What follows belongs to an exercise in optimizing a design on an open flow for small area and a short achievable clock period; a production flow would make more cautious choices. At most, simulation tests tie the RTL to the original design; equivalence was not proved. Power is estimated from default activity; no workload was simulated.

violet:
// lampFPU_FMA
module lampFPU_FMA( clk,rst,
sign_op1_i,mant_op1_i,exp_op1_i,isZ_op1_i,isInf_op1_i, isSNAN_op1_i, isQNAN_op1_i,
sign_op2_i,mant_op2_i,exp_op2_i,isZ_op2_i,isInf_op2_i, isSNAN_op2_i, isQNAN_op2_i,
sign_op3_i,mant_op3_i,exp_op3_i,isInf_op3_i, isSNAN_op3_i, isQNAN_op3_i,
doFMU_i,is_mult_sub_i,is_add_sub_i,  
res_sign_o,res_mant_o, res_exp_o,
is_Overflow_o,is_Underflow_o,is_to_round_o,valid_o
);
Settings: LEC_CHECK=0, ABC_AREA=1, CAP_MARGIN=20, CORE_MARGIN=2, CORE_UTILIZATION=65, CTS_BUF_LIST=sky130_fd_sc_hd__clkbuf_8, SETUP_SLACK_MARGIN=4, SLEW_MARGIN=20; clock period 10.0 ns.
standard.sh (not shown) runs the stock make flow with config.mk's settings and CLKGATE_MAP_FILE= SYNTH_SCRIPT=/design/flow/synth_recipe.tcl, a recipe that flattens the netlist after the stock synthesis.
==> flow/flow/run.sh <==
#!/bin/bash
# Standard layout, except that the port buffers are buf_1 cells instead of
# the delay-cell buffers buffer_ports picks by default. Every port still gets a buffer.
set -euo pipefail
bash standard.sh BUFFER_PORTS_ARGS="-buffer_cell sky130_fd_sc_hd__buf_1" finish > standard_make.log 2>&1
Changes in zinc relative to violet:
Settings: CTS_BUF_LIST removed (was sky130_fd_sc_hd__clkbuf_8); CORE_UTILIZATION changed from 65 to 40; SETUP_SLACK_MARGIN changed from 4 to 5.
Results
- Summary of zinc over violet: final-stage net count now larger, quantity of gates resized following cts went up by 304, fraction of layout instances using a drive strength above 1 grew by 20 points, length of routed met2 wiring rose by about 40%.
- Diff violet -> zinc: clock network power share barely changed, total chip power increased about 47%, detail-routed via count per cell went down 6.0%, area added between synthesis and finish up 35 points, internal power went up about 60%.
- The effective utilization at floorplan in zinc sits 26 points below the value recorded for violet.
--- input diff zinc..cedar ---
Settings: putting TNS_END_PERCENT at 10 where nothing was set; putting PLACE_DENSITY at 0.8 where nothing was set; swapping 5 for 4 in SETUP_SLACK_MARGIN.
## What came out
Both conditions hold for cedar: the flow ran to the end and the final layout passed the timing, design-rule and antenna checks.
Part of the power in the clock network is higher on cedar
Measured against each other, zinc and cedar differ in met3 track demand over resource in global routing, the lower figure coming from cedar.
Diff zinc -> cedar: met2 global-route usage went down; routed wire length fell by 7.1 mm; final critical-path required period saw an increase.
cedar vs. zinc: sum of routed wire segments on met1 now smaller, final instance area fell by about 20%, worst slack at placement shrank by 650 ps.
Setup changes, cedar to fjord
Settings: TNS_END_PERCENT no longer set, was 10; PLACE_DENSITY no longer set, was 0.8.
When fjord is set beside cedar, its combinational power turns out to be 11% smaller. A worst setup path category of flip-flop to flip-flop is what cedar shows, while primary input to flip-flop belongs to fjord. Diff cedar -> fjord: maximum frequency went up 2.2%; wire length -about 9%; first-pass GRT wire length shows a reduction of about 1%. ~same clock skew in cedar and fjord.
### fjord -> onyx
Settings: an added TNS_END_PERCENT of 10; a change of SETUP_SLACK_MARGIN from 4 to 4.3.
==> comparison <==
Compared with fjord, onyx degrades wire length of the first global-routing pass. Changes observed in onyx relative to fjord: sequential share of layout area decreased by 0.57 points relative to the old numbers; area of all placed cells without fillers increased by about 4% relative to the old numbers. Relative to fjord, met2 wire length has gone up in onyx. onyx ends up with a required time of the critical path that is 70 ps higher than in fjord. onyx: utilization after layout 2.0 points above fjord.

---

lampFPU_FMA again, from the RTL that the note above started with.
==> flow/config.mk <==
export PLATFORM = sky130hd
export DESIGN_NAME = lampFPU_FMA
export DESIGN_NICKNAME = lampFPU_FMA
export VERILOG_FILES = /design/flow/design.v
export SDC_FILE = /design/flow/constraint.sdc
export NUM_CORES = 4
export LEC_CHECK = 0
export ABC_AREA = 1
export CAP_MARGIN = 20
export CORE_MARGIN = 2
export CORE_UTILIZATION = 55
export SETUP_SLACK_MARGIN = 3
export SLEW_MARGIN = 20
==> flow/constraint.sdc <==
create_clock -name core_clock -period 10.0 [get_ports {clk}]
set_input_delay 2.0000 -clock core_clock [delete_from_list [all_inputs] [get_ports {clk}]]
set_output_delay 2.0000 -clock core_clock [all_outputs]
set_load 0.01 [all_outputs]
Scripts as last shown in full above: flow/flow/run.sh
==> next run, changes <==
CORE_UTILIZATION = 40   (was 55)
CTS_BUF_LIST = sky130_fd_sc_hd__clkbuf_8   (was not set)
GPL_ROUTABILITY_DRIVEN = 0   (was not set)
SETUP_SLACK_MARGIN = 4   (was 3)
TNS_END_PERCENT = 10   (was not set)
Total power climbs by 13%; global-route usage drops by 6.7 points; utilization drops by 12 points; maximum frequency climbs by 11%.

---

lampFPU_FMA, a different RTL version from the one above (not shown whole).
For scale: about 83 flip-flops, roughly 95 I/O pins, roughly 9500 um2 of cells after synthesis.
clock: 10.0 ns
lec_check: 0
cap_margin: 20
core_margin: 2
core_utilization: 40
setup_slack_margin: 4
slew_margin: 20
run.sh (not shown) runs the stock make flow with config.mk's settings and CLKGATE_MAP_FILE= SYNTH_SCRIPT=/design/flow/synth_recipe.tcl, a recipe that flattens the netlist after the stock synthesis.
Stock flow here: none of the scripts above is used.
Edit:
==> flow/flow/run.sh (new file) <==
#!/bin/bash
# Standard layout, except that the port buffers are buf_1 cells instead of
# the delay-cell buffers buffer_ports picks by default. Every port still gets a buffer.
set -euo pipefail
bash standard.sh BUFFER_PORTS_ARGS="-buffer_cell sky130_fd_sc_hd__buf_1" finish > standard_make.log 2>&1
==> flow/standard.sh (new file) <==
#!/bin/bash
# synth_recipe.tcl (not shown) runs the flow's synth.tcl, then flattens the netlist and writes it again
# the make line also repeats each setting of config.mk as NAME=value (left out here)
make -C /OpenROAD-flow-scripts/flow DESIGN_CONFIG=/design/flow/config.mk WORK_HOME=/design/flow/orfs CLKGATE_MAP_FILE= SYNTH_SCRIPT=/design/flow/synth_recipe.tcl "${@:-finish}"
--- a/flow/config.mk
+++ b/flow/config.mk
@@ -7,0 +8 @@
+export ABC_AREA = 1
@@ -11 +12 @@
-export SETUP_SLACK_MARGIN = 4
+export SETUP_SLACK_MARGIN = 3
removed: flow/run.sh
Result:
- power shrinks by 26%
- count of clock-buffer cells in the layout went up by 2
- design area goes down by 15%
- area after synthesis rose by 3.8%
- setup slack loses 0.12 ns
- register-to-register slack is better by 0.02 ns
- non-clock buffer count drops by 70
- combinational power decreases by 32%
Edit:
==> flow/run.sh (new file) <==
#!/bin/bash
# synth_recipe.tcl (not shown) runs the flow's synth.tcl, then flattens the netlist and writes it again
# the make line also repeats each setting of config.mk as NAME=value (left out here)
make -C /OpenROAD-flow-scripts/flow DESIGN_CONFIG=/design/flow/config.mk WORK_HOME=/design/flow/orfs CLKGATE_MAP_FILE= SYNTH_SCRIPT=/design/flow/synth_recipe.tcl finish
--- a/flow/config.mk
+++ b/flow/config.mk
@@ -8 +7,0 @@
-export ABC_AREA = 1
@@ -11 +10 @@
-export CORE_UTILIZATION = 40
+export CORE_UTILIZATION = 65
removed: flow/flow/run.sh
removed: flow/standard.sh
After rerunning: Sequential cell count stays the same; via count increases by a few percent; worst hold slack barely changes.
Edit:
==> flow/flow/run.sh (new file) <==
#!/bin/bash
# Standard layout, except that the port buffers are buf_2 cells instead of
# the delay-cell buffers buffer_ports picks by default. Every port still gets a buffer.
set -euo pipefail
bash standard.sh BUFFER_PORTS_ARGS="-buffer_cell sky130_fd_sc_hd__buf_2" finish > standard_make.log 2>&1
==> flow/standard.sh (new file) <==
#!/bin/bash
# synth_recipe.tcl (not shown) runs the flow's synth.tcl, then flattens the netlist and writes it again
# the make line also repeats each setting of config.mk as NAME=value (left out here)
make -C /OpenROAD-flow-scripts/flow DESIGN_CONFIG=/design/flow/config.mk WORK_HOME=/design/flow/orfs CLKGATE_MAP_FILE= SYNTH_SCRIPT=/design/flow/synth_recipe.tcl "${@:-finish}"
--- a/flow/config.mk
+++ b/flow/config.mk
@@ -7,0 +8 @@
+export ABC_AREA = 1
@@ -10 +11 @@
-export CORE_UTILIZATION = 65
+export CORE_UTILIZATION = 40
removed: flow/run.sh
Result:
- area after synthesis increases by 3.8%
- die area grows by 66%
- core utilization fell by 34 points
- final area shrinks by 3.7%
Edit:
==> flow/run.sh (new file) <==
#!/bin/bash
# synth_recipe.tcl (not shown) runs the flow's synth.tcl, then flattens the netlist and writes it again
# the make line also repeats each setting of config.mk as NAME=value (left out here)
make -C /OpenROAD-flow-scripts/flow DESIGN_CONFIG=/design/flow/config.mk WORK_HOME=/design/flow/orfs CLKGATE_MAP_FILE= SYNTH_SCRIPT=/design/flow/synth_recipe.tcl finish
--- a/flow/config.mk
+++ b/flow/config.mk
@@ -8 +7,0 @@
-export ABC_AREA = 1
@@ -12 +11 @@
-export SETUP_SLACK_MARGIN = 3
+export SETUP_SLACK_MARGIN = 5
removed: flow/flow/run.sh
removed: flow/standard.sh
Outcome: Setup slack gains 0.29 ns. Hold slack loses 0.011 ns. Clock skew increases by 0.0098 ns. Non-clock buffer count increases by 108. Sequential power increases by about 3%. Power increases by 47%. Wire length increases by 22%.
Function was not checked in any run of this note: the RTL went through the layout flow alone.

---

== build 76 ==
RTL: one of the versions met above, not the one the previous note started from.
For scale: ~1600 cells after synthesis, ~84 flip-flops, about 95 I/O pins.
export LEC_CHECK = 0
export ABC_AREA = 1
export CAP_MARGIN = 20
export CORE_MARGIN = 2
export CORE_UTILIZATION = 40
export CTS_BUF_LIST = sky130_fd_sc_hd__clkbuf_8
export SETUP_SLACK_MARGIN = 3.7
export SLEW_MARGIN = 20
export TNS_END_PERCENT = 10
create_clock -name core_clock -period 10.0 [get_ports {clk}]
standard.sh (not shown) runs the stock make flow with config.mk's settings and CLKGATE_MAP_FILE= SYNTH_SCRIPT=/design/flow/synth_recipe.tcl, a recipe that flattens the netlist after the stock synthesis.
==> flow/flow/run.sh <==
#!/bin/bash
# Standard layout, except that the port buffers are buf_1 cells instead of
# the delay-cell buffers buffer_ports picks by default. Every port still gets a buffer.
set -euo pipefail
bash standard.sh BUFFER_PORTS_ARGS="-buffer_cell sky130_fd_sc_hd__buf_1" finish > standard_make.log 2>&1
Modified inputs, build 92 compared to build 76
Settings: putting PLACE_DENSITY at 0.5 where nothing was set; swapping 3.7 for 4 in SETUP_SLACK_MARGIN.
[summary]
Between build 92 and build 76, it is build 92 whose last weighted congestion value of the routability-driven placer is lower, by 1.4%.
Per the comparison of build 92 with build 76, post-place instance area stayed essentially flat; placed instance count stayed essentially flat; via count stayed essentially flat; register share of the cell area fell by 0.49 points.
Count of clock-net buffers in the final layout: build 92 vs build 76 down 1
Compared to build 76, the routing of build 92 uses more wire.
Looking at combinational power across build 92 and build 76, the one that comes out higher is build 92.
Worst slew slack as a fraction of its limit: build 92 and build 76 compared, higher one is build 76
Setup changes, build 92 to build 95
Settings: PLACE_DENSITY: 0.5 -> unset; CORE_UTILIZATION: 40 -> 65; TNS_END_PERCENT: 10 -> unset; SETUP_SLACK_MARGIN: 4 -> 3.
--- outcome ---
What build 95 reported for total power has to be multiplied by 1.12 to get the figure for build 92. Build 92 → build 95: clock-buffer cell count now sits higher; combinational group share of total power now sits lower; number of non-filler instances in the completed layout now sits lower; first-iteration DRC count now sits higher. Build 95 completed end to end with timing, DRC and antenna clean. Compared with build 92, build 95 shows a data required time of the critical path that is 30 ps higher. Of build 92 and build 95, build 95 shows the lower setup slack of the critical path after layout, with build 92 above it. The combinational group power of build 95 is lower than that of build 92. Summary of build 95 over build 92: average via count per standard cell rose by 0.50, pin slew with the least headroom to its limit fell by 130 ps.
Changes in build 3 relative to build 95:
Settings: CTS_CLUSTER_DIAMETER newly set to 150; TNS_END_PERCENT newly set to 10; CTS_CLUSTER_SIZE newly set to 40; CORE_UTILIZATION changed from 65 to 40; SETUP_SLACK_MARGIN changed from 3 to 4.
Findings:
Diff build 95 -> build 3: total chip power has increased, final net count increased about 2%, least setup slack across all paths after layout now sits higher, final cell count without fillers increased by 9.7% relative to the old numbers, post-detailed-route wirelength per cell saw a decrease.
When the final numbers for build 3 and build 95 were put side by side, the period utilization turned out to be greater in build 95.
Input-level comparison between build 69 and build 3:
Settings: removing CTS_CLUSTER_DIAMETER (formerly 150); changing CAP_MARGIN from 20 to 0; changing SLEW_MARGIN from 20 to 0; removing CTS_CLUSTER_SIZE (formerly 40).
==> run notes <==
- Comparing build 3 against build 69, there is no change at all in total leakage power.
- Number of input and output port buffers inserted: build 3 vs build 69 identical
- Taking build 3 as the reference, in build 69 combined buffer and inverter count along the critical path saw little to no change, final core utilization essentially unchanged, fmax comparable, global-route wire length before repair saw little to no change.
- Diff build 69..build 3 | share of synthesized area occupied by flip-flops and latches | unchanged

---

lampFPU_FMA again, from the RTL that the note above started with.
==> flow/design.v (excerpt) <==
module lampFPU_FMA( clk,rst,
sign_op1_i,mant_op1_i,exp_op1_i,isZ_op1_i,isInf_op1_i, isSNAN_op1_i, isQNAN_op1_i,
sign_op2_i,mant_op2_i,exp_op2_i,isZ_op2_i,isInf_op2_i, isSNAN_op2_i, isQNAN_op2_i,
sign_op3_i,mant_op3_i,exp_op3_i,isInf_op3_i, isSNAN_op3_i, isQNAN_op3_i,
doFMU_i,is_mult_sub_i,is_add_sub_i,  
res_sign_o,res_mant_o, res_exp_o,
is_Overflow_o,is_Underflow_o,is_to_round_o,valid_o
);
export LEC_CHECK = 0
export ABC_AREA = 1
export CAP_MARGIN = 20
export CORE_MARGIN = 2
export CORE_UTILIZATION = 40
export CTS_BUF_LIST = sky130_fd_sc_hd__clkbuf_8
export SETUP_SLACK_MARGIN = 4
export SLEW_MARGIN = 20
export TNS_END_PERCENT = 10
create_clock -name core_clock -period 10.0 [get_ports {clk}]
==> flow/flow/run.sh <==
#!/bin/bash
# Standard layout, except that the port buffers are buf_1 cells instead of
# the delay-cell buffers buffer_ports picks by default (every port still gets
# a buffer), and that after global routing non-critical gates are downsized
# (ORFS's power recovery step).
set -euo pipefail
bash standard.sh BUFFER_PORTS_ARGS="-buffer_cell sky130_fd_sc_hd__buf_1" RECOVER_POWER=100 finish > standard_make.log 2>&1
Rerun with:
==> flow/flow/run.sh (replaced) <==
#!/bin/bash
# Standard layout, except that the port buffers are buf_1 cells instead of
# the delay-cell buffers buffer_ports picks by default. Every port still gets a buffer.
set -euo pipefail
bash standard.sh BUFFER_PORTS_ARGS="-buffer_cell sky130_fd_sc_hd__buf_1" finish > standard_make.log 2>&1
- CORE_UTILIZATION: 40 -> 50
Synthesized cell count stays the same.
Non-clock buffer count goes up by 15.
Critical path depth goes down by 11.
Setup slack improved by 1.4 ns.
Area after synthesis does not change.
Sequential cell count stays the same.
Combinational power goes up by a few percent.
Core utilization goes up by 14 points.
Clock skew barely changes.
First-iteration DRC count goes up by a few percent.
Worst hold slack got worse by 0.011 ns.

---

== v33 ==
lampFPU_FMA again, from the RTL that the note above started with.
export LEC_CHECK = 0
export ABC_AREA = 1
export CAP_MARGIN = 20
export CORE_MARGIN = 2
export CORE_UTILIZATION = 40
export CTS_BUF_LIST = sky130_fd_sc_hd__clkbuf_8
export SETUP_SLACK_MARGIN = 4
export SLEW_MARGIN = 20
export TNS_END_PERCENT = 0
create_clock -name core_clock -period 10.0 [get_ports {clk}]
==> flow/flow/run.sh <==
#!/bin/bash
# Standard layout, except that the port buffers are buf_1 cells instead of
# the delay-cell buffers buffer_ports picks by default. Every port still gets a buffer.
set -euo pipefail
bash standard.sh BUFFER_PORTS_ARGS="-buffer_cell sky130_fd_sc_hd__buf_1" finish > standard_make.log 2>&1
v33 did not stop at any stage, and its layout met the timing, design-rule and antenna checks.
Modified inputs, v11 compared to v33
Settings: a change of TNS_END_PERCENT from 0 to 10.
==> flow/flow/run.sh <==
#!/bin/bash
# Standard layout, except that the port buffers are buf_1 cells instead of
# the delay-cell buffers buffer_ports picks by default (every port still gets
# a buffer), and that after global routing non-critical gates are downsized
# while the setup margin is kept (flow/post_grt.tcl).
set -euo pipefail
bash standard.sh BUFFER_PORTS_ARGS="-buffer_cell sky130_fd_sc_hd__buf_1" POST_GLOBAL_ROUTE_TCL="$PWD/flow/post_grt.tcl" finish > standard_make.log 2>&1
==> flow/flow/post_grt.tcl (new file) <==
# After ORFS's global-route timing repair: downsize gates off the critical
# paths while keeping the setup margin, then redo the incremental global route
# and the route guides for the detailed router.
global_route -start_incremental
repair_timing -recover_power 100 -setup_margin $::env(SETUP_SLACK_MARGIN) -verbose
global_route -end_incremental
estimate_parasitics -global_routing
report_wns
report_tns
write_guides $::env(RESULTS_DIR)/route.guide
Notes after the runs:
- v33 → v11: design area -240 µm²; wire length of the first global-routing pass +about 0.6%; relative max-transition margin -8.1 points; number of inverters outside the clock class in the layout ~0 delta; critical path arrival +1.68 ns.
- Any difference in wire length between v11 and v33 is small enough to ignore.
- [diff] post-route total power, v11 relative to v33: improvement
- Across both runs, number of non-clock buffers was lower for v11 than for v33.
- Looking at sum of buffers and inverters on the critical path, v11 sits below v33.
- Timing endpoint of the critical path = res_exp_o[2]: v11; timing endpoint of the critical path = op3_r[4]: v33
- Taking v33 as the reference, in v11 leakage component of the power moved down; via count normalized by instance count grew by about 0.4%.
The inputs of v56 differ from those of v11 as listed below.
Settings: CORE_UTILIZATION: 40 -> 35.
==> flow/flow/run.sh <==
#!/bin/bash
# Standard layout, except that the port buffers are buf_1 cells instead of
# the delay-cell buffers buffer_ports picks by default. Every port still gets a buffer.
set -euo pipefail
bash standard.sh BUFFER_PORTS_ARGS="-buffer_cell sky130_fd_sc_hd__buf_1" finish > standard_make.log 2>&1
removed: flow/flow/post_grt.tcl
Notes after the runs:
- Power of the combinational group, v11 and v56: smaller value in v11
- Comparing v11 and v56, the higher placed wire-length estimate is on v11.
- Taking v11 as the reference, in v56 relative contribution of the clock network to total power stayed essentially flat, count of clock-buffer cells in the layout rose by 1.
- The placeable core area reported for v56 is greater than that of v11 by about 14%.
- v56 against v11: smallest hold slack dropped 0.013 ns, multi-input combinational area share now smaller, core utilization shows a reduction of 3.9 points, leakage power of the design went up.
### v56 -> v9
Settings: CORE_UTILIZATION changed from 35 to 40; CTS_BUF_LIST removed (was sky130_fd_sc_hd__clkbuf_8).
[summary]
Delta (v9 minus v56): sequential share of cell area rose by 0.41 points; area of the die went down. Diff v56 -> v9: first-iteration DRC count grew by 97; leakage power summed over all cells fell 0.14 nW; setup slack fell by 0.036 ns.
Edits applied to the flow inputs when going from v9 to v50:
Settings: clearing TNS_END_PERCENT, which used to be 10; swapping 4 for 3 in SETUP_SLACK_MARGIN.
### Flow results
Going from v9 to v50, critical path depth went up by about 14%; sum of met3 wire segment lengths after detailed routing -3.2%; setup slack saw a decrease.

static timing again, ports no longer ideal:
Ports are ideal in the flow. The routed layouts listed here were re-timed in OpenROAD.
Step 1, drivers: a clkbuf_16 drives clk and a buf_2 each remaining input, both assumed.
Step 2, shift: input delay + t, output delay - t, t = (earliest + latest rising clock arrival at the registers) / 2. This alone moves slack from input paths to output paths.
Three values: ideal, step 1, step 2; two values: the first two.
run	t (ns)	setup WS [ns]	worst register clock-pin slew, ns	worst slew at a driven data input, ns
violet	0.416	4.172 / 4.172 / 3.832	0.09 / 0.09	0.03
zinc	0.398	4.190 / 4.203 / 3.805	0.07 / 0.07	0.08
cedar	0.396	4.093 / 4.093 / 3.795	0.06 / 0.06	0.04
fjord	0.381	4.218 / 4.237 / 3.857	0.06 / 0.06	0.04
onyx	0.395	4.299 / 4.325 / 3.930	0.06 / 0.06	0.04
the first run of note 2	0.389	3.587 / 3.607 / 3.218	0.07 / 0.07	0.04
the second run of note 2	0.408	4.241 / 4.241 / 3.861	0.09 / 0.09	0.04
the first run of note 3	0.396	3.667 / 3.667 / 3.667	0.07 / 0.07	0.05
the second run of note 3	0.390	3.542 / 3.564 / 3.174	0.06 / 0.06	0.04
the third run of note 3	0.383	3.154 / 3.154 / 2.990	0.07 / 0.07	0.05
the fourth run of note 3	0.383	3.505 / 3.529 / 3.146	0.07 / 0.07	0.04
the fifth run of note 3	0.399	3.791 / 3.791 / 3.791	0.08 / 0.08	0.06
build 76	0.421	4.042 / 4.061 / 3.639	0.09 / 0.09	0.04
build 92	0.411	4.147 / 4.165 / 3.754	0.09 / 0.09	0.03
build 95	0.392	3.590 / 3.604 / 3.213	0.08 / 0.08	0.03
build 3	0.405	4.252 / 4.269 / 3.863	0.08 / 0.08	0.04
build 69	0.405	4.252 / 4.269 / 3.863	0.08 / 0.08	0.04
the first run of note 5	0.407	2.745 / 2.745 / 2.745	0.08 / 0.08	0.04
the second run of note 5	0.405	4.154 / 4.173 / 3.767	0.08 / 0.08	0.04
v33	0.410	4.258 / 4.273 / 3.863	0.08 / 0.08	0.04
v11	0.406	2.616 / 2.616 / 2.616	0.08 / 0.08	0.04
v56	0.422	4.245 / 4.260 / 3.838	0.10 / 0.10	0.04
v9	0.382	4.209 / 4.228 / 3.846	0.06 / 0.06	0.04
v50	0.392	3.565 / 3.587 / 3.195	0.06 / 0.06	0.04
After both steps setup and hold are still met in every run listed. The setup slack of v56, which loses most, moves by +0.015 ns with the drivers and by -0.407 ns with both steps.
